This is an optimization exercise on Yosys and OpenROAD, whose aim is small area and a short achievable clock period, not a production implementation. Only simulation tests tie the RTL to the original design; equivalence was not proved.

build 29:
Design Calculator, start of the top module:
module Calculator #(parameter W = 8) (clk, Ain, Bin, s0, s1, ALUout, sel, Reset);
Size: about 900 cells after synthesis, ~39 I/O pins, ~4800 sq um of cells after synthesis.
==> flow/config.mk <==
export PLATFORM = sky130hd
export DESIGN_NAME = Calculator
export DESIGN_NICKNAME = Calculator
export VERILOG_FILES = /design/flow/design.v
export SDC_FILE = /design/flow/constraint.sdc
export NUM_CORES = 4
export LEC_CHECK = 0
export ABC_AREA = 1
export CAP_MARGIN = 20
export CORE_MARGIN = 2
export CORE_UTILIZATION = 40
export CTS_BUF_LIST = sky130_fd_sc_hd__clkbuf_4
export GPL_TIMING_DRIVEN = 0
export SLEW_MARGIN = 20
==> flow/constraint.sdc <==
create_clock -name core_clock -period 40.0 [get_ports {clk}]
set_input_delay 8.0000 -clock core_clock [delete_from_list [all_inputs] [get_ports {clk}]]
set_output_delay 8.0000 -clock core_clock [all_outputs]
set_load 0.01 [all_outputs]
standard.sh (not shown) runs the stock make flow with config.mk's settings and CLKGATE_MAP_FILE= SYNTH_SCRIPT=/design/flow/synth_recipe.tcl, a recipe that flattens the netlist after the stock synthesis.
==> flow/flow/run.sh <==
#!/bin/bash
# Layout flow: the standard synthesis (bash standard.sh synth); then the combinational
# logic between its registers is mapped again by ABC without the full/half-adder cells,
# once per script flow/abc_*.abc (deepsyn with different seeds); the registers, their
# names and cell types are kept. The mapping with the smallest area x arrival time
# (OpenSTA on the netlist, no wires) is laid out by the standard flow from floorplan
# on, with buf_4 port buffers on the inputs and buf_1 on the outputs
# (flow/buffer_ports.tcl). Each tool's output goes to a log_* file in the work folder.
set -euo pipefail
W=$(pwd)
R=$W/orfs/results/$FLOW_PLATFORM/Calculator/base
LIB=$FLOW_HOME/platforms/$FLOW_PLATFORM/lib/sky130_fd_sc_hd__tt_025C_1v80.lib

bash standard.sh synth > $W/log_synth_std.txt 2>&1
cp $R/1_2_yosys.v $W/std_synth.v
mkdir -p $W/resynth
printf "set_driving_cell sky130_fd_sc_hd__buf_4\nset_load 10\n" > $W/resynth/abc.constr

DU="-dont_use *clkbuf* -dont_use *probe* -dont_use *lpflow* -dont_use *dlygate* -dont_use *clkdly* -dont_use *buf_16* -dont_use *fa_* -dont_use *ha_*"
for S in $W/flow/abc_*.abc; do
  T=$(basename $S .abc)
  cat > $W/resynth/$T.ys <<Y
read_liberty -ignore_miss_func $LIB
read_verilog $W/std_synth.v
hierarchy -top $FLOW_TOP
setattr -mod -set keep_hierarchy 1 sky130_fd_sc_hd__dfxtp_1
flatten
select $FLOW_TOP
opt -purge
abc -liberty $LIB $DU -constr $W/resynth/abc.constr -script $S
opt_clean -purge
hilomap -singleton -hicell sky130_fd_sc_hd__conb_1 HI -locell sky130_fd_sc_hd__conb_1 LO
splitnets
opt_clean -purge
tee -o $W/resynth/$T.stat stat -liberty $LIB
write_verilog -noattr -selected $W/resynth/$T.v
Y
  cat > $W/resynth/$T.sta.tcl <<S
read_lef $FLOW_HOME/platforms/$FLOW_PLATFORM/lef/sky130_fd_sc_hd.tlef
read_lef $FLOW_HOME/platforms/$FLOW_PLATFORM/lef/sky130_fd_sc_hd_merged.lef
read_liberty $LIB
read_verilog $W/resynth/$T.v
link_design $FLOW_TOP
read_sdc $FLOW_SDC
puts "ARRIVAL [expr {$FLOW_PERIOD_NS - [sta::worst_slack_cmd max] * 1e9}]"
S
done
ls $W/resynth/*.ys | xargs -P ${NUM_CORES:-4} -I{} sh -c 'yosys -s {} > {}.log 2>&1'
best=""; bestv=""
for S in $W/flow/abc_*.abc; do
  T=$(basename $S .abc)
  [[ -f $W/resynth/$T.v ]] || continue
  openroad -no_init -exit $W/resynth/$T.sta.tcl > $W/resynth/$T.sta.log 2>&1 || continue
  A=$(awk '/Chip area/{print $NF}' $W/resynth/$T.stat)
  D=$(awk '/^ARRIVAL/{print $2}' $W/resynth/$T.sta.log)
  [[ -n "$A" && -n "$D" ]] || continue
  V=$(python3 -c "print($A * $D)")
  echo "$T area $A arrival $D product $V" >> $W/log_resynth_pick.txt
  if [[ -z "$bestv" ]] || python3 -c "import sys; sys.exit(0 if $V < $bestv else 1)"; then best=$T; bestv=$V; fi
done
echo "picked $best" >> $W/log_resynth_pick.txt
cp $W/resynth/$best.v $R/1_2_yosys.v
rm -f $R/1_synth.odb $R/1_synth.sdc
bash standard.sh synth > $W/log_synth_odb.txt 2>&1
bash standard.sh DONT_BUFFER_PORTS=1 PRE_GLOBAL_PLACE_TCL=$W/flow/buffer_ports.tcl finish > $W/log_finish.txt 2>&1
==> flow/flow/abc_s5.abc <==
strash
&get -n
&deepsyn -I 1 -J 50 -S 5
&put
strash
dc2
dch -f
map -B 0.9
strash
dc2
dch -f
map -B 0.9
strash
dch -f
map -B 0.9
topo
stime -c
buffer -c
upsize -c
dnsize -c
Other scripts of this flow, unchanged in this note and not shown: flow/flow/buffer_ports.tcl
Build 29 has completed all stages; timing, DRC and antenna checks passed.
For build 97, these inputs were changed with respect to build 29:
--- a/flow/flow/run.sh
+++ b/flow/flow/run.sh
@@ -16,3 +16,2 @@
 mkdir -p $W/resynth
-printf "set_driving_cell sky130_fd_sc_hd__buf_4\nset_load 10\n" > $W/resynth/abc.constr
 
@@ -29,3 +28,3 @@
 opt -purge
-abc -liberty $LIB $DU -constr $W/resynth/abc.constr -script $S
+abc -liberty $LIB $DU -script $S
 opt_clean -purge
==> flow/flow/abc_t0.abc (new file) <==
strash
&get -n
&deepsyn -I 1 -J 50 -S 0
&put
strash
dc2
dch -f
map -B 0.9
strash
dc2
dch -f
map -B 0.9
strash
dch -f
map -B 0.9
topo
stime -c
==> flow/flow/abc_t1.abc (new file) <==
strash
&get -n
&deepsyn -I 1 -J 50 -S 1
&put
strash
dc2
dch -f
map -B 0.9
strash
dc2
dch -f
map -B 0.9
strash
dch -f
map -B 0.9
topo
stime -c
==> flow/flow/abc_t2.abc (new file) <==
strash
&get -n
&deepsyn -I 1 -J 50 -S 2
&put
strash
dc2
dch -f
map -B 0.9
strash
dc2
dch -f
map -B 0.9
strash
dch -f
map -B 0.9
topo
stime -c
==> flow/flow/abc_t3.abc (new file) <==
strash
&get -n
&deepsyn -I 1 -J 50 -S 3
&put
strash
dc2
dch -f
map -B 0.9
strash
dc2
dch -f
map -B 0.9
strash
dch -f
map -B 0.9
topo
stime -c
==> flow/flow/abc_t4.abc (new file) <==
strash
&get -n
&deepsyn -I 1 -J 50 -S 4
&put
strash
dc2
dch -f
map -B 0.9
strash
dc2
dch -f
map -B 0.9
strash
dch -f
map -B 0.9
topo
stime -c
==> flow/flow/abc_t5.abc (new file) <==
strash
&get -n
&deepsyn -I 1 -J 50 -S 5
&put
strash
dc2
dch -f
map -B 0.9
strash
dc2
dch -f
map -B 0.9
strash
dch -f
map -B 0.9
topo
stime -c
==> flow/flow/abc_t6.abc (new file) <==
strash
&get -n
&deepsyn -I 1 -J 50 -S 6
&put
strash
dc2
dch -f
map -B 0.9
strash
dc2
dch -f
map -B 0.9
strash
dch -f
map -B 0.9
topo
stime -c
==> flow/flow/abc_t7.abc (new file) <==
strash
&get -n
&deepsyn -I 1 -J 50 -S 7
&put
strash
dc2
dch -f
map -B 0.9
strash
dc2
dch -f
map -B 0.9
strash
dch -f
map -B 0.9
topo
stime -c
removed: flow/flow/abc_s5.abc
[summary]
Summary of build 97 over build 29: post-synth design cell area dropped 8.4%; placed cell area lost 5.1%; wire length went down; design area lost 250 sq um; met3 routing resource usage after global routing fell 0.39 points. The final reports for build 97 and build 29 show synthesized cell count lower in the former.

==> port drivers added, routing unchanged <==
How much do the figures lean on ideal ports? The routed layouts below were timed once more, with nothing changed but the port constraints. Step 1: set_driving_cell puts a clkbuf_16 on clk and a buf_2 on each other input, an assumption about the parent block. Step 2 times the ports against the registers' clock, not the clock port: input delays grow and output delays shrink by t, the midpoint of the rising clock arrivals with the driver on. a / b / c = ideal / step 1 / step 2; a / b = the first two.
run | t, ns | setup slack, ns | worst hold slack (ns)
build 29 | 0.303 | 27.677 / 27.676 / 27.372 | 8.086 / 8.091 / 8.395
build 97 | 0.297 | 26.359 / 26.356 / 26.058 | 8.035 / 8.037 / 8.335
After both steps every run listed still meets setup and hold. The setup slack of build 29, which loses most, moves by -0.001 ns with the drivers and by -0.305 ns with both steps.
